Source: an optimization exercise on an open RTL-to-GDS flow (aim: small area, a short achievable clock period and few clock cycles per item). Production flows keep margins and buffers that such runs may drop.
No functional check of the RTL was part of any run shown here.
Power and IR drop assume default switching activity.

## flow/design.v (module list and top-level ports; edited modules follow where they fit)
// module multserial: 1341 lines
// module benc: 5 lines
// module xnr: 3 lines
// module bsel: 3 lines
// module bseln: 3 lines
// module fa: 4 lines
// module fa1: 4 lines
// module ha: 4 lines
// module pnode: 4 lines
// module gnode: 3 lines
// module cpa: 268 lines
module multserial(input wire CLK,
                  input wire RST,
                  input wire MST,
                  input wire MSGN,
                  input wire [31:0] SRCA,
                  input wire [31:0] SRCB,
                  output wire [63:0] PROD,
                  output wire PRODV);
  // ...
==> flow/flow/run.sh <==
#!/bin/bash
set -e
export BUFFER_PORTS_ARGS="-buffer_cell sky130_fd_sc_hd__buf_2"
bash standard.sh finish > standard.log 2>&1
==> flow/standard.sh <==
#!/bin/bash
# synth_recipe.tcl (not shown) runs the flow's synth.tcl, then flattens the netlist and writes it again
# the make line also repeats each setting of config.mk as NAME=value (left out here)
make -C /OpenROAD-flow-scripts/flow DESIGN_CONFIG=/design/flow/config.mk WORK_HOME=/design/flow/orfs CLKGATE_MAP_FILE= SYNTH_SCRIPT=/design/flow/synth_recipe.tcl "${@:-finish}"
==> flow/config.mk <==
export PLATFORM = sky130hd
export DESIGN_NAME = multserial
export DESIGN_NICKNAME = multserial
export VERILOG_FILES = /design/flow/design.v
export SDC_FILE = /design/flow/constraint.sdc
export NUM_CORES = 4
export LEC_CHECK = 0
export CAP_MARGIN = 20
export CORE_MARGIN = 2
export CORE_UTILIZATION = 40
export PLACE_DENSITY = 0.6
export SLEW_MARGIN = 20
export SYNTH_HIERARCHICAL = 1
==> flow/constraint.sdc <==
create_clock -name core_clock -period 5.0 [get_ports {CLK}]
set_input_delay 1.0000 -clock core_clock [delete_from_list [all_inputs] [get_ports {CLK}]]
set_output_delay 1.0000 -clock core_clock [all_outputs]
set_load 0.01 [all_outputs]
==> metrics.md, run 1 <==
| Metric | Value |
|---|---|
| DIE AREA | between 60000 and 70000 µm² |
| Routed met2 length | 41.06 mm |
| WHS | roughly 0.47 ns |
| Routed via count | ~22000 |
| Placed cell count | roughly 3600 |
| Top delay family on crit path | adder cells |
| Required time of the critical path | roughly 5.2 ns |
| Buffer depth of the longest clock path | 2 |
| Biggest register | s_q |
| Met3 WL post-DR | about 7.9 mm |
| Routing usage on met2 | between 40% and 50% |
| Crit-path cells | buf_2, ha_4, nor2b_4, buf_4, xnor2_1, o22ai_1, fa_1, fa_1, fa_1, fa_1, fa_1, fa_1 |
| Endpoints failing setup | 0 |
| Inserted Diodes | 1 |
| TritonCTS clock tree | built |
| Period utilization | 97.99% |
| Dpl cell area | around 32000 µm² |
| Cell mode on critical path | fa_1 |
| Cts repair resizes | 0 |
| FFs w/ async S/R, synth | 0% |
| Yosys reg bits | 122 |
| GPL Wtd Cong | slightly below 1 |
| Status | finished clean |
| Fin. max-slew vios | 0 |
| Seq pwr share | roughly 14% |
| CP startpoint kind | input port |
| Layout Nets | between 3000 and 4000 |
| Hold_buf cts | 0 |
| Core Area | ~64000 µm² |
| # Taps | approximately 860 |
| Most frequent cells in the layout | 561 x xnor2_1, 552 x o22ai_1, 451 x fa_1, 320 x buf_4, 131 x buf_2 |
| Sequential cell count | between 100 and 150 |
| Cell type with the largest total area after synthesis | fa_1 |
| Crit path depth | 12 |
| Drt pass-1 iters | 8 |
| ANT nets after route | 0 |
| P_leak | approximately 13 nW |
| Mapped Cells | ~2200 |
==> inputs of run 2 (changes only) <==
==> flow/flow/run.sh (replaced) <==
#!/bin/bash
set -e
export BUFFER_PORTS_ARGS="-buffer_cell sky130_fd_sc_hd__buf_2"
export RECOVER_POWER=100
bash standard.sh finish > standard.log 2>&1
==> run 2 against run 1 <==
  * The layout now fails its checks (max-capacitance violations, max-slew violations)
  * Wire length up 0.11%
  * Non-clock buffer count unchanged
  * Design area down 0.46%
  * Final cell count about the same
  * Flip-flop and latch count unchanged
  * Register-to-register slack worse by 0.02 ns
  * Hold slack better by 0.0041 ns
  * Total power down 1.4%
  * Critical path depth unchanged
  * Largest power group unchanged
  * Highest routed layer unchanged
==> metrics.md, run 2 <==
| Metric | Value |
|---|---|
| Final min period | 4.881 ns (was 4.899 ns) |
| Peak VDD IR | 0.3624 mV (was 0.4030 mV) |
| Drt pass-1 iters | 8 (unchanged) |
| Reg clk slew, reported paths | 0.06 ns (about the same) |
| TritonCTS clock tree | built (unchanged) |
| Synthesized-area fraction occupied by adder cells | 42.63% (unchanged) |
| Largest regs | s_q x64, c_q x56 (unchanged) |
| Routed via count | 21670 (was 21730) |
| Post-Synth XOR/XNOR Area | 21.79% (unchanged) |
| Clock root buffer | clkbuf_16 (unchanged) |
| Clock buffer count from CTS | 17 (unchanged) |
| Largest family of logic cells by synthesized area | adder cells (unchanged) |
| Overall routed net length | 93.03 mm (was 92.93 mm) |
| Syn avg cell area | 11.61 µm² (unchanged) |
| Biggest register | s_q (unchanged) |
| Period utilization | 97.61% (was 97.99%) |
| Layout Check Fails | max-capacitance violations, max-slew violations |
| Std cell rows | 93 (unchanged) |
| Placed cell count | 3613 (unchanged) |
| Mapped Area | 26080 µm² (unchanged) |
| Register area share after synthesis | 14.01% (unchanged) |
| Most common cell in the netlist | xnor2_1 (unchanged) |
| ANT nets after route | 0 (unchanged) |
| Worst R2R Start | prodv$_SDFFE_PP0P_ (unchanged) |
| Synth Area in Compound Gates | 17.54% (unchanged) |
| Setup bufs post-CTS | 0 (unchanged) |
| Worst-margin pin slew | 3.354 ns (was 0.8390 ns) |
| Buffer depth of the longest clock path | 2 (unchanged) |
| Commonest cells in the netlist | 593 x xnor2_1, 560 x o22ai_1, 476 x fa_1 (unchanged) |
| Mean routed wirelength per cell | 25.47 µm (was 25.45 µm) |
| Yosys reg bits | 122 (unchanged) |
| Largest net degree at the start of global routing | 68 (unchanged) |
| Routed vias/inst | 5.933 (was 5.949) |
| Clk latency of the worst-skew pair | 0.50 ns (about the same) |
| CP Capture Type | register (unchanged) |
| All-Layer GR Usage | 28.43% (unchanged) |
| Yosys cell types | 17 (unchanged) |
| Initial DRC Count | 2175 (was 2086) |
| DRC Markers | 0 (unchanged) |
| Simple-gate share of the synthesized area | 2.830% (unchanged) |
| FFs w/ async S/R, synth | 0% (unchanged) |
| Hpwl dp | 78.13 mm (unchanged) |
| Hold Crit Class | reg -> reg (unchanged) |
| Critical path origin | SRCB[29] (unchanged) |
| Status | finished with violations (was finished clean) |
| Core Area | 64460 µm² (unchanged) |
| CTS Sinks | 122 (unchanged) |
| Final hold viol count | 0 (unchanged) |
| I/O pin count | 133 (unchanged) |
| HP Start | prodv$_SDFFE_PP0P_ (unchanged) |
| Layout Nets | 3454 (unchanged) |
| Layout Utilization | 50.18% (was 50.42%) |
| Starting Density | 40.46% (unchanged) |
| Crit Path Category | in -> reg (unchanged) |
| Fin. max-slew vios | 57 (was 0) |
| Antenna violations before repair | 1 (unchanged) |
| Synth top area share | 36.54% (unchanged) |
| Total gr overflow | 0 (unchanged) |
| Non-filler cells, final | 3653 (was 3652) |
| Die Ht | 259.4 µm (unchanged) |
| Fmax | 204.9 MHz (was 204.1 MHz) |
| First-pass GRT wire length | 142.4 mm (unchanged) |
| Pwr per Cell Area | 651.3 nW/µm² (was 657.3 nW/µm²) |
| Required time of the critical path | 5.24 ns (about the same) |
| Share of cells above drive strength 1 | 21.03% (was 23.71%) |
| Vias in the first global route | 22860 (unchanged) |
| Clock Skew | 0 ns (unchanged) |
| Cts repair resizes | 0 (unchanged) |
| Commonest non-fill, non-tap cell in the layout | xnor2_1 (unchanged) |
| Endpoints failing setup | 0 (unchanged) |
| Hold_buf cts | 0 (unchanged) |
| Rel. slew slack | -123.6% (was 44.07%) |
| Max capacitance violation total | 1 (was 0) |
| DIE AREA | 67260 µm² (unchanged) |
| Largest cells by area after synthesis | fa_1 37%, xnor2_1 20%, edfxtp_1 14%, o22ai_1 13%, ha_1 6.1% (unchanged) |
| Mapped Cells | 2247 (unchanged) |
| Cell type with the largest total area after synthesis | fa_1 (unchanged) |
| Area delta synth->final | 24.04% (was 24.61%) |
| P_leak | 12.70 nW (was 12.89 nW) |
| Die width | 259.4 µm (unchanged) |
| Number of H-tree levels | 4 (unchanged) |
| Most used DFF post-synth | edfxtp_1 (unchanged) |
| Multiplexer area fraction after synthesis | 0% (unchanged) |
| RSZ-0062 raised after global routing | false (unchanged) |
| Synth Warn # | 7 (unchanged) |
| GPL Wtd Cong | 0.9735 (unchanged) |
| Most frequent cells in the layout | 561 x xnor2_1, 552 x o22ai_1, 457 x fa_1, 311 x buf_4, 121 x edfxtp_1 (was 561 x xnor2_1, 552 x o22ai_1, 451 x fa_1, 320 x buf_4, 131 x buf_2) |
| Worst Path Max Fanout | 7 (unchanged) |
| Crit path DAT | 5.12 ns (was 5.14 ns) |
| Max reg flops | 64 (unchanged) |
| PortBufs | 132 (unchanged) |
| CP startpoint kind | input port (unchanged) |
| Number of flops mapped to enable cells by yosys | 121 (unchanged) |
run 2: cell count changes in the layout (fill, tap and decap cells not counted), moves of 2 or more:
cell,before,now
clkbuf_1,0,67
buf_2,131,68
buf_4,320,311
fa_1,451,457
fa_2,25,19
clkbuf_2,0,4
clkbuf_4,0,2
run 2: cell families after synthesis:
group	count (synthesis)
AO/OA/AOI/OAI	697
XOR/XNOR	649
adder cells (fa/ha/maj)	603
buffers and inverters	74
flip-flops	122
other	1
AND/OR/NAND/NOR	101
run 2: worst paths after layout:
kind / endpoint / slack, ns / cells past startpoint
min: prodv$_SDFFE_PP0P_ / 0.47 / 1
min reg2reg: prodv$_SDFFE_PP0P_ / 0.47 / 1
max: c_q[29]$_DFFE_PP_ / 0.12 / 12
max reg2reg: prodv$_SDFFE_PP0P_ / 4.41 / 1
run 2: power breakdown:
part | total, mW | internal [mW] | switching [mW]
logic | 16.7 | 7.51 | 9.19
clock network | 1.32 | 0.779 | 0.545
registers | 3.05 | 2.87 | 0.176
run 2: stage by stage:
stage	area (µm²)	power (mW)	hold slack, ns	setup TNS [ns]	setup WS [ns]
3_3_place_gp	31840	19.63	0.4483	-7.781	-0.3253
3_5_place_dp	31840	20.15	0.4561	-9.920	-0.3249
4_1_cts	32440	21.72	0.4708	0	0.08907
5_1_grt	32350	23.47	0.5102	0	0.01416
2_1_floorplan	26730	14.11	0.5159	-10.47	-0.4344
6_report	32350	21.07	0.4707	0	0.1195
run 2: cell type report:
type / instances / area (µm²)
timing repair buffer: 506 / 4043
antenna: 2 / 5.005
sequential: 122 / 3654
multi-input combinational: 2070 / 22730
clock buffer: 17 / 425.4
tap: 855 / 1070
clock inverter: 15 / 176.4
inverter: 66 / 247.7
fill: 5884 / 32110
run 2: worst max-delay path, stage by stage:
cell and delay (ns):
buf_2 0.15, ha_4 0.17, nor2b_4 0.28, buf_4 0.23, xnor2_1 0.17, o22ai_1 0.16, fa_1 0.46, fa_1 0.44
fa_1 0.46, fa_1 0.57, fa_1 0.60, fa_1 0.43
run 2: routing by layer:
metal,global-route usage (%),vias to the layer above,wire length [µm]
met5,0,-,0
met4,10.76,0,3605
met3,6.063,181,7955
met2,43.25,1087,41150
met1,39.78,11020,40330
li1,-,9384,-
run 2: Yosys stat by module, one instance, submodules excluded, a selection:
module	times used	flops+latches	cells	area [µm²]
gnode	55	0	1	7.507
ha	99	0	1	12.51
benc	17	0	6	50.05
bsel	560	0	1	6.256
pnode	48	0	2	13.76
fa1	11	0	5	27.53
==> inputs of run 3 (changes only) <==
==> flow/flow/run.sh (replaced) <==
#!/bin/bash
set -e
export BUFFER_PORTS_ARGS="-buffer_cell sky130_fd_sc_hd__buf_2"
bash standard.sh finish > standard.log 2>&1
--- a/flow/config.mk
+++ b/flow/config.mk
@@ -5,9 +5,9 @@
 export SDC_FILE = /design/flow/constraint.sdc
 export NUM_CORES = 4
 export LEC_CHECK = 0
-export CAP_MARGIN = 20
+export CAP_MARGIN = 0
 export CORE_MARGIN = 2
 export CORE_UTILIZATION = 40
 export PLACE_DENSITY = 0.6
-export SLEW_MARGIN = 20
+export SLEW_MARGIN = 0
 export SYNTH_HIERARCHICAL = 1
==> run 3 against run 2 <==
  * Now clean on timing, DRC and antenna
  * Design area grew 0.46%
  * Sequential power hardly changed
  * Global-route usage stayed put
  * Clock-buffer cell count unchanged
  * Largest cell class unchanged
  * Highest routed layer unchanged
  * Critical path type unchanged
==> metrics.md, run 3 <==
| Metric | Value |
|---|---|
| Largest family of logic cells by synthesized area | adder cells (unchanged) |
| Total gr overflow | 0 (unchanged) |
| Fmax | 204.1 MHz (was 204.9 MHz) |
| Clk latency of the worst-skew pair | 0.50 ns (about the same) |
| I/O pin count | 133 (unchanged) |
| Net switching power | 9.887 mW (was 9.913 mW) |
| Die width | 259.4 µm (unchanged) |
| Rel. slew slack | 44.07% (was -123.6%) |
| Initial DRC Count | 2086 (was 2175) |
| Clock Skew | 0 ns (unchanged) |
| Cts repair resizes | 0 (unchanged) |
| Reg clk slew, reported paths | 0.06 ns (about the same) |
| PortBufs | 132 (unchanged) |
| Share of cells above drive strength 1 | 23.71% (was 21.03%) |
| Logic pwr share | 79.6% (was 79.3%) |
| Required time of the critical path | 5.24 ns (about the same) |
| Std cell rows | 93 (unchanged) |
| Overall routed net length | 92.93 mm (was 93.03 mm) |
| Worst Path Max Fanout | 7 (unchanged) |
| Synth top area share | 36.54% (unchanged) |
| ANT nets after route | 0 (unchanged) |
| Switching share of total power | 46.28% (was 47.05%) |
| Status | finished clean (was finished with violations) |
| Clock root buffer | clkbuf_16 (unchanged) |
| Number of flops mapped to enable cells by yosys | 121 (unchanged) |
| Synthesized-area fraction occupied by adder cells | 42.63% (unchanged) |
| Final min period | 4.899 ns (was 4.881 ns) |
| Hold Crit Class | reg -> reg (unchanged) |
| Drt pass-1 iters | 8 (unchanged) |
| Yosys cell types | 17 (unchanged) |
| Largest cells by area after synthesis | fa_1 37%, xnor2_1 20%, edfxtp_1 14%, o22ai_1 13%, ha_1 6.1% (unchanged) |
| P_leak | 12.89 nW (was 12.70 nW) |
| Final hold viol count | 0 (unchanged) |
| RSZ-0062 raised after global routing | false (unchanged) |
| DRC Markers | 0 (unchanged) |
| Crit path DAT | 5.14 ns (was 5.12 ns) |
| Hpwl dp | 78.13 mm (unchanged) |
| TritonCTS clock tree | built (unchanged) |
| Core Area | 64460 µm² (unchanged) |
| Max capacitance violation total | 0 (was 1) |
| Worst-margin pin slew | 0.8390 ns (was 3.354 ns) |
| Mean routed wirelength per cell | 25.45 µm (was 25.47 µm) |
| Buffer depth of the longest clock path | 2 (unchanged) |
| Biggest register | s_q (unchanged) |
| First-pass GRT wire length | 142.4 mm (unchanged) |
| Most common cell in the netlist | xnor2_1 (unchanged) |
| Commonest non-fill, non-tap cell in the layout | xnor2_1 (unchanged) |
| Most used DFF post-synth | edfxtp_1 (unchanged) |
| Clk pwr share | 6.2% (was 6.3%) |
| Seq pwr share | 14.2% (was 14.5%) |
| Mapped Area | 26080 µm² (unchanged) |
| FFs w/ async S/R, synth | 0% (unchanged) |
| CP startpoint kind | input port (unchanged) |
| Period utilization | 97.99% (was 97.61%) |
| Antenna violations before repair | 1 (unchanged) |
| GPL Wtd Cong | 0.9735 (unchanged) |
| CTS Sinks | 122 (unchanged) |
| Crit Path Category | in -> reg (unchanged) |
| Fin. max-slew vios | 0 (was 57) |
| Layout Nets | 3454 (unchanged) |
| Register area share after synthesis | 14.01% (unchanged) |
| Syn avg cell area | 11.61 µm² (unchanged) |
| Pint | 11.48 mW (was 11.16 mW) |
| Starting Density | 40.46% (unchanged) |
| Multiplexer area fraction after synthesis | 0% (unchanged) |
| Yosys reg bits | 122 (unchanged) |
| DIE AREA | 67260 µm² (unchanged) |
| Max reg flops | 64 (unchanged) |
| Endpoints failing setup | 0 (unchanged) |
| Largest regs | s_q x64, c_q x56 (unchanged) |
| Design Area, Final | 32500 µm² (was 32350 µm²) |
| Peak VDD IR | 0.4030 mV (was 0.3624 mV) |
| CP Capture Type | register (unchanged) |
| Mapped Cells | 2247 (unchanged) |
| Vias in the first global route | 22860 (unchanged) |
| Tot Pwr | 21.36 mW (was 21.07 mW) |
| Die Ht | 259.4 µm (unchanged) |
| Clock buffer count from CTS | 17 (unchanged) |
| Setup TNS | 0 ns (unchanged) |
| Dpl cell area | 31840 µm² (unchanged) |
| Simple-gate share of the synthesized area | 2.830% (unchanged) |
| Synth Area in Compound Gates | 17.54% (unchanged) |
| Area delta synth->final | 24.61% (was 24.04%) |
| Synth Warn # | 7 (unchanged) |
| Post-Synth XOR/XNOR Area | 21.79% (unchanged) |
| Hold_buf cts | 0 (unchanged) |
| All-Layer GR Usage | 28.43% (unchanged) |
| Commonest cells in the netlist | 593 x xnor2_1, 560 x o22ai_1, 476 x fa_1 (unchanged) |
| Routed via count | 21730 (was 21670) |
| Largest net degree at the start of global routing | 68 (unchanged) |
| Most frequent cells in the layout | 561 x xnor2_1, 552 x o22ai_1, 451 x fa_1, 320 x buf_4, 131 x buf_2 (was 561 x xnor2_1, 552 x o22ai_1, 457 x fa_1, 311 x buf_4, 121 x edfxtp_1) |
| Routed vias/inst | 5.949 (was 5.933) |
| Number of H-tree levels | 4 (unchanged) |
| Pwr per Cell Area | 657.3 nW/µm² (was 651.3 nW/µm²) |
| Cell type with the largest total area after synthesis | fa_1 (unchanged) |
## run 3: cell counts after synthesis
Identical to the previous run, type by type.
## run 3: timing repair
item / CTS / global route
hold endpoints to repair: 0 / 0
setup endpoints to repair: 0 / 1
setup buffers: 0 / 6
## run 3: final timing paths
kind	startpoint	endpoint	slack, ns	cells after the start
worst min-delay path	prodv$_SDFFE_PP0P_	prodv$_SDFFE_PP0P_	0.47	1
worst max-delay path	SRCB[29]	c_q[29]$_DFFE_PP_	0.10	12
worst min register to register	prodv$_SDFFE_PP0P_	prodv$_SDFFE_PP0P_	0.47	1
worst max register to register	prodv$_SDFFE_PP0P_	prodv$_SDFFE_PP0P_	4.43	1
## run 3: metal layers
metal  global-route usage [%]  vias up  part of all wire [%]
li1                         -     9399                     -
met1                    39.78    11060                    43
met2                    43.25     1077                    44
met3                    6.063      194                   8.5
met4                    10.76        0                   3.9
met5                        0        -                     0
## run 3: cells by family (layout without fill, tap and decap cells)
logic type / Yosys count / in the layout
AND/OR/NAND/NOR: 101 / 101
adder cells (fa/ha/maj): 603 / 603
XOR/XNOR: 649 / 649
flip-flops: 122 / 122
AO/OA/AOI/OAI: 697 / 697
buffers and inverters: 74 / 604
other: 1 / 21
## run 3: cell type report
class / instances / area [µm²]
Antenna cell: 1 / 2.502
Tap cell: 855 / 1070
Fill cell: 5841 / 31960
Inverter: 66 / 247.7
Timing Repair Buffer: 506 / 4159
Clock buffer: 17 / 425.4
Clock inverter: 15 / 176.4
Sequential cell: 122 / 3654
Multi-Input combinational cell: 2070 / 22770
## run 3: power groups by stage
stage / logic (mW) / clock network, mW / registers [mW]
finish: 17.0 / 1.32 / 3.04
global route: 19.3 / 1.40 / 3.10
CTS: 17.3 / 1.37 / 3.05
detailed placement: 17.1 / 0 / 3.07
global placement: 16.6 / 0 / 3.06
floorplan: 11.1 / 0 / 2.99
## run 3: through the flow
stage,setup WS [ns],utilization [%],cells,hold slack (ns)
CTS,0.08907,50.32,3645,0.4708
detailed placement,-0.3249,49.39,3613,0.4561
floorplan,-0.4344,-,2266,0.5159
global route,0.02577,50.41,3651,0.5055
global placement,-0.3253,49.39,3613,0.4483
finish,0.1006,50.42,3652,0.4666
## run 3: worst max-delay path, stage by stage
cell,delay (ns)
buf_2,0.15
ha_4,0.17
nor2b_4,0.27
buf_4,0.23
xnor2_1,0.17
o22ai_1,0.16
fa_1,0.46
fa_1,0.44
fa_1,0.46
fa_1,0.66
fa_1,0.51
fa_1,0.45
## run 3: modules after synthesis, one instance, submodules excluded, a selection
module      copies in the design  cell area (µm²)  cells
bsel                         560            6.256      1
cpa                            1            490.5     56
fa                           476            20.02      1
fa1                           11            27.53      5
multserial                     1             3759    139
pnode                         48            13.76      2
xnr                          593            8.758      1
==> inputs of run 4 (changes only) <==
==> flow/config.mk (replaced) <==
export PLATFORM = sky130hd
export DESIGN_NAME = multserial
export DESIGN_NICKNAME = multserial
export VERILOG_FILES = /design/flow/design.v
export SDC_FILE = /design/flow/constraint.sdc
export NUM_CORES = 4
export LEC_CHECK = 0
export CAP_MARGIN = 20
export CORE_MARGIN = 2
export CORE_UTILIZATION = 50
export PLACE_DENSITY = 0.65
export SLEW_MARGIN = 20
export SYNTH_HIERARCHICAL = 1
==> run 4 against run 3 <==
  * Utilization is 13 points higher
  * Largest cell class unchanged
  * Setup slack better by 0.050 ns
  * Non-clock buffer count is 13 higher
  * Clock power hardly changed
  * Maximum frequency is 1.0% higher
  * Wire length is 0.66% lower
  * Area after synthesis stayed put
  * Combinational power hardly changed
  * Synthesized cell count stayed put
==> metrics.md, run 4 <==
| Metric | Value |
|---|---|
| Total gr overflow | 0 (unchanged) |
| Tot Pwr | 21.68 mW (was 21.36 mW) |
| Area delta synth->final | 24.09% (was 24.61%) |
| GPL Wtd Cong | 1.012 (was 0.9735) |
| Required time of the critical path | 5.23 ns (was 5.24 ns) |
| DIE AREA | 54010 µm² (was 67260 µm²) |
| Worst Path Max Fanout | 11 (was 7) |
| Fmax | 206.2 MHz (was 204.1 MHz) |
| Share of cells above drive strength 1 | 24.07% (was 23.71%) |
| Layout Nets | 3467 (was 3454) |
| Max reg flops | 64 (unchanged) |
| Synth top area share | 36.54% (unchanged) |
| Hold_buf cts | 0 (unchanged) |
| Cts repair resizes | 0 (unchanged) |
| Rel. slew slack | 28.15% (was 44.07%) |
| Die Ht | 232.4 µm (was 259.4 µm) |
| Yosys reg bits | 122 (unchanged) |
| Switching share of total power | 46.60% (was 46.28%) |
| Final hold viol count | 0 (unchanged) |
| Largest net degree at the start of global routing | 69 (was 68) |
| Cell type with the largest total area after synthesis | fa_1 (unchanged) |
| Most common cell in the netlist | xnor2_1 (unchanged) |
| Largest cells by area after synthesis | fa_1 37%, xnor2_1 20%, edfxtp_1 14%, o22ai_1 13%, ha_1 6.1% (unchanged) |
| Register area share after synthesis | 14.01% (unchanged) |
| Crit path DAT | 5.08 ns (was 5.14 ns) |
| Setup TNS | 0 ns (unchanged) |
| Max capacitance violation total | 0 (unchanged) |
| R2R Setup Slk | 4.42 ns (was 4.43 ns) |
| Routed via count | 22030 (was 21730) |
| ANT nets after route | 0 (unchanged) |
| Net switching power | 10.10 mW (was 9.887 mW) |
| Clk latency of the worst-skew pair | 0.50 ns (about the same) |
| Status | finished clean (unchanged) |
| Mean routed wirelength per cell | 26.46 µm (was 25.45 µm) |
| Dpl cell area | 31770 µm² (was 31840 µm²) |
| Most used DFF post-synth | edfxtp_1 (unchanged) |
| RSZ-0062 raised after global routing | false (unchanged) |
| Clock root buffer | clkbuf_16 (unchanged) |
| CP startpoint kind | input port (unchanged) |
| Buffer depth of the longest clock path | 2 (unchanged) |
| Synth Warn # | 7 (unchanged) |
| Worst-margin pin slew | 1.078 ns (was 0.8390 ns) |
| Starting Density | 50.74% (was 40.46%) |
| Biggest register | s_q (unchanged) |
| PortBufs | 132 (unchanged) |
| Setup bufs post-CTS | 0 (unchanged) |
| Layout Utilization | 62.96% (was 50.42%) |
| Pwr per Cell Area | 669.8 nW/µm² (was 657.3 nW/µm²) |
| Mapped Area | 26080 µm² (unchanged) |
| All-Layer GR Usage | 35.29% (was 28.43%) |
| Pint | 11.58 mW (was 11.48 mW) |
| TritonCTS clock tree | built (unchanged) |
| DRC Markers | 0 (unchanged) |
| P_leak | 12.95 nW (was 12.89 nW) |
| Syn avg cell area | 11.61 µm² (unchanged) |
| Initial DRC Count | 2713 (was 2086) |
| Number of H-tree levels | 4 (unchanged) |
| Std cell rows | 83 (was 93) |
| Peak VDD IR | 0.8095 mV (was 0.4030 mV) |
| WHS | 0.4800 ns (was 0.4666 ns) |
| Hold Crit Class | reg -> reg (unchanged) |
| Drt pass-1 iters | 6 (was 8) |
| Endpoints failing setup | 0 (unchanged) |
| Core Area | 51410 µm² (was 64460 µm²) |
| Crit Path Category | in -> reg (unchanged) |
| Commonest cells in the netlist | 593 x xnor2_1, 560 x o22ai_1, 476 x fa_1 (unchanged) |
| Seq pwr share | 14.1% (was 14.2%) |
| First-pass GRT wire length | 140.2 mm (was 142.4 mm) |
| Antenna violations before repair | 0 (was 1) |
| Yosys cell types | 17 (unchanged) |
| Die width | 232.4 µm (was 259.4 µm) |
| Reg clk slew, reported paths | 0.06 ns (about the same) |
| Design Area, Final | 32360 µm² (was 32500 µm²) |
| Inserted Diodes | 0 (was 1) |
| CP Capture Type | register (unchanged) |
| Overall routed net length | 92.31 mm (was 92.93 mm) |
| Largest regs | s_q x64, c_q x56 (unchanged) |
| CTS Sinks | 122 (unchanged) |
| FFs w/ async S/R, synth | 0% (unchanged) |
| I/O pin count | 133 (unchanged) |
| Mapped Cells | 2247 (unchanged) |
| Commonest non-fill, non-tap cell in the layout | xnor2_1 (unchanged) |
| Fin. max-slew vios | 0 (unchanged) |
| Number of flops mapped to enable cells by yosys | 121 (unchanged) |
| Vias in the first global route | 22970 (was 22860) |
| Period utilization | 96.99% (was 97.99%) |
| Logic pwr share | 79.8% (was 79.6%) |
| Clock buffer count from CTS | 17 (unchanged) |
| Most frequent cells in the layout | 561 x xnor2_1, 552 x o22ai_1, 451 x fa_1, 333 x buf_4, 131 x buf_2 (was 561 x xnor2_1, 552 x o22ai_1, 451 x fa_1, 320 x buf_4, 131 x buf_2) |
| Final min period | 4.849 ns (was 4.899 ns) |
| Hpwl dp | 78.19 mm (was 78.13 mm) |
| Clk pwr share | 6.1% (was 6.2%) |
| Clock Skew | 0 ns (unchanged) |
| Routed vias/inst | 6.315 (was 5.949) |
## run 4: cell count changes in the layout (fill, tap and decap cells not counted), sizes merged
cell,delta
buf,+13
bufinv,-1
clkbuf,+2
clkinv,-2
diode,-1
inv,+1
## run 4: area by class of cell
type,count,area (µm²)
Multi-Input combinational cell,2070,22770
Fill cell,4172,19040
Timing Repair Buffer,519,4257
Sequential cell,122,3654
Tap cell,680,850.8
Clock buffer,19,442.9
Inverter,66,247.7
Clock inverter,13,146.4
## run 4: cells by family after synthesis
logic type | Yosys count | synth area share, %
AND/OR/NAND/NOR | 101 | 2.830
other | 1 | 0.01438
XOR/XNOR | 649 | 21.79
AO/OA/AOI/OAI | 697 | 17.54
buffers and inverters | 74 | 1.180
adder cells (fa/ha/maj) | 603 | 42.63
flip-flops | 122 | 14.01
## run 4: metrics by stage
step	setup slack, ns	std cells
floorplan	-0.4344	2266
global placement	-0.3165	3457
detailed placement	-0.3237	3457
CTS	0.2234	3489
global route	0.03631	3489
finish	0.1507	3489
## run 4: path summary, 6_finish.rpt
| path | start | endpoint | cells past startpoint |
|---|---|---|---|
| setup / recovery | SRCB[1] | c_q[19]$_DFFE_PP_ | 12 |
| hold / removal | prodv$_SDFFE_PP0P_ | prodv$_SDFFE_PP0P_ | 1 |
| setup reg to reg | prodv$_SDFFE_PP0P_ | prodv$_SDFFE_PP0P_ | 1 |
| hold reg to reg | prodv$_SDFFE_PP0P_ | prodv$_SDFFE_PP0P_ | 1 |
## run 4: per-module statistics from Yosys (local to each module, per instance), a selection
module	cells inside	cell area [µm²]	times used
bseln	1	8.758	16
bsel	1	6.256	560
fa	1	20.02	476
ha	1	12.51	99
pnode	2	13.76	48
multserial	139	3759	1
gnode	1	7.507	55
fa1	5	27.53	11
xnr	1	8.758	593
## run 4: metal layers
| metal | wire (µm) | GRT usage [%] | share of wire [%] | vias up |
|---|---|---|---|---|
| met2 | 41430 | 53.59 | 45 | 1223 |
| met4 | 3291 | 13.34 | 3.6 | 0 |
| met3 | 9994 | 9.498 | 11 | 186 |
| met1 | 37600 | 48.39 | 41 | 11230 |
| met5 | 0 | 0 | 0 | - |
| li1 | - | - | - | 9398 |
## run 4: power groups by stage
stage	registers (mW)	logic (mW)	clock network, mW
final	3.05	17.3	1.32
after global placement	3.06	16.7	0
after global routing	3.10	19.5	1.38
after CTS	3.06	17.5	1.35
after floorplan	2.99	11.1	0
after detailed placement	3.07	17.3	0
## run 4: worst max-delay path: stages
cell and delay, ns:
buf_2 0.10, buf_4 0.11, nor2b_4 0.48, buf_4 0.28, xnor2_1 0.12, o22ai_1 0.40
ha_1 0.33, fa_1 0.45, fa_1 0.41, fa_1 0.45, fa_1 0.51, fa_1 0.43

what the ideal ports hide:
The flow's constraints put no driver on any port. The routed layouts listed below were extracted and timed again, unchanged, in two steps.
Step 1 (the two cells are an assumption about what drives the block):
set clk [get_ports {CLK}]
set_driving_cell -lib_cell sky130_fd_sc_hd__clkbuf_16 $clk
set_driving_cell -lib_cell sky130_fd_sc_hd__buf_2 [delete_from_list [all_inputs] $clk]
Step 2 also shifts input and output timing later by t, the mid clock arrival at the registers, as if the neighbouring blocks saw the same clock.
Slacks: ideal / step 1 / step 2; pairs: ideal / step 1.
run | t (ns) | slack for setup (ns) | slew at the worst register clock pin (ns) | worst data-port slew with drivers (ns) | pins driven straight from the clock port
run 1 | 0.555 | 0.101 / 0.134 / -0.413 | 0.06 / 0.06 | 0.06 | 1
run 2 | 0.557 | 0.119 / 0.135 / -0.396 | 0.07 / 0.07 | 0.06 | 1
run 3 | 0.555 | 0.101 / 0.134 / -0.413 | 0.06 / 0.06 | 0.06 | 1
run 4 | 0.559 | 0.151 / 0.191 / -0.369 | 0.08 / 0.08 | 0.06 | 1
For run 4, which loses most, drivers alone change the setup slack by +0.040 ns; drivers and shift together by -0.520 ns.
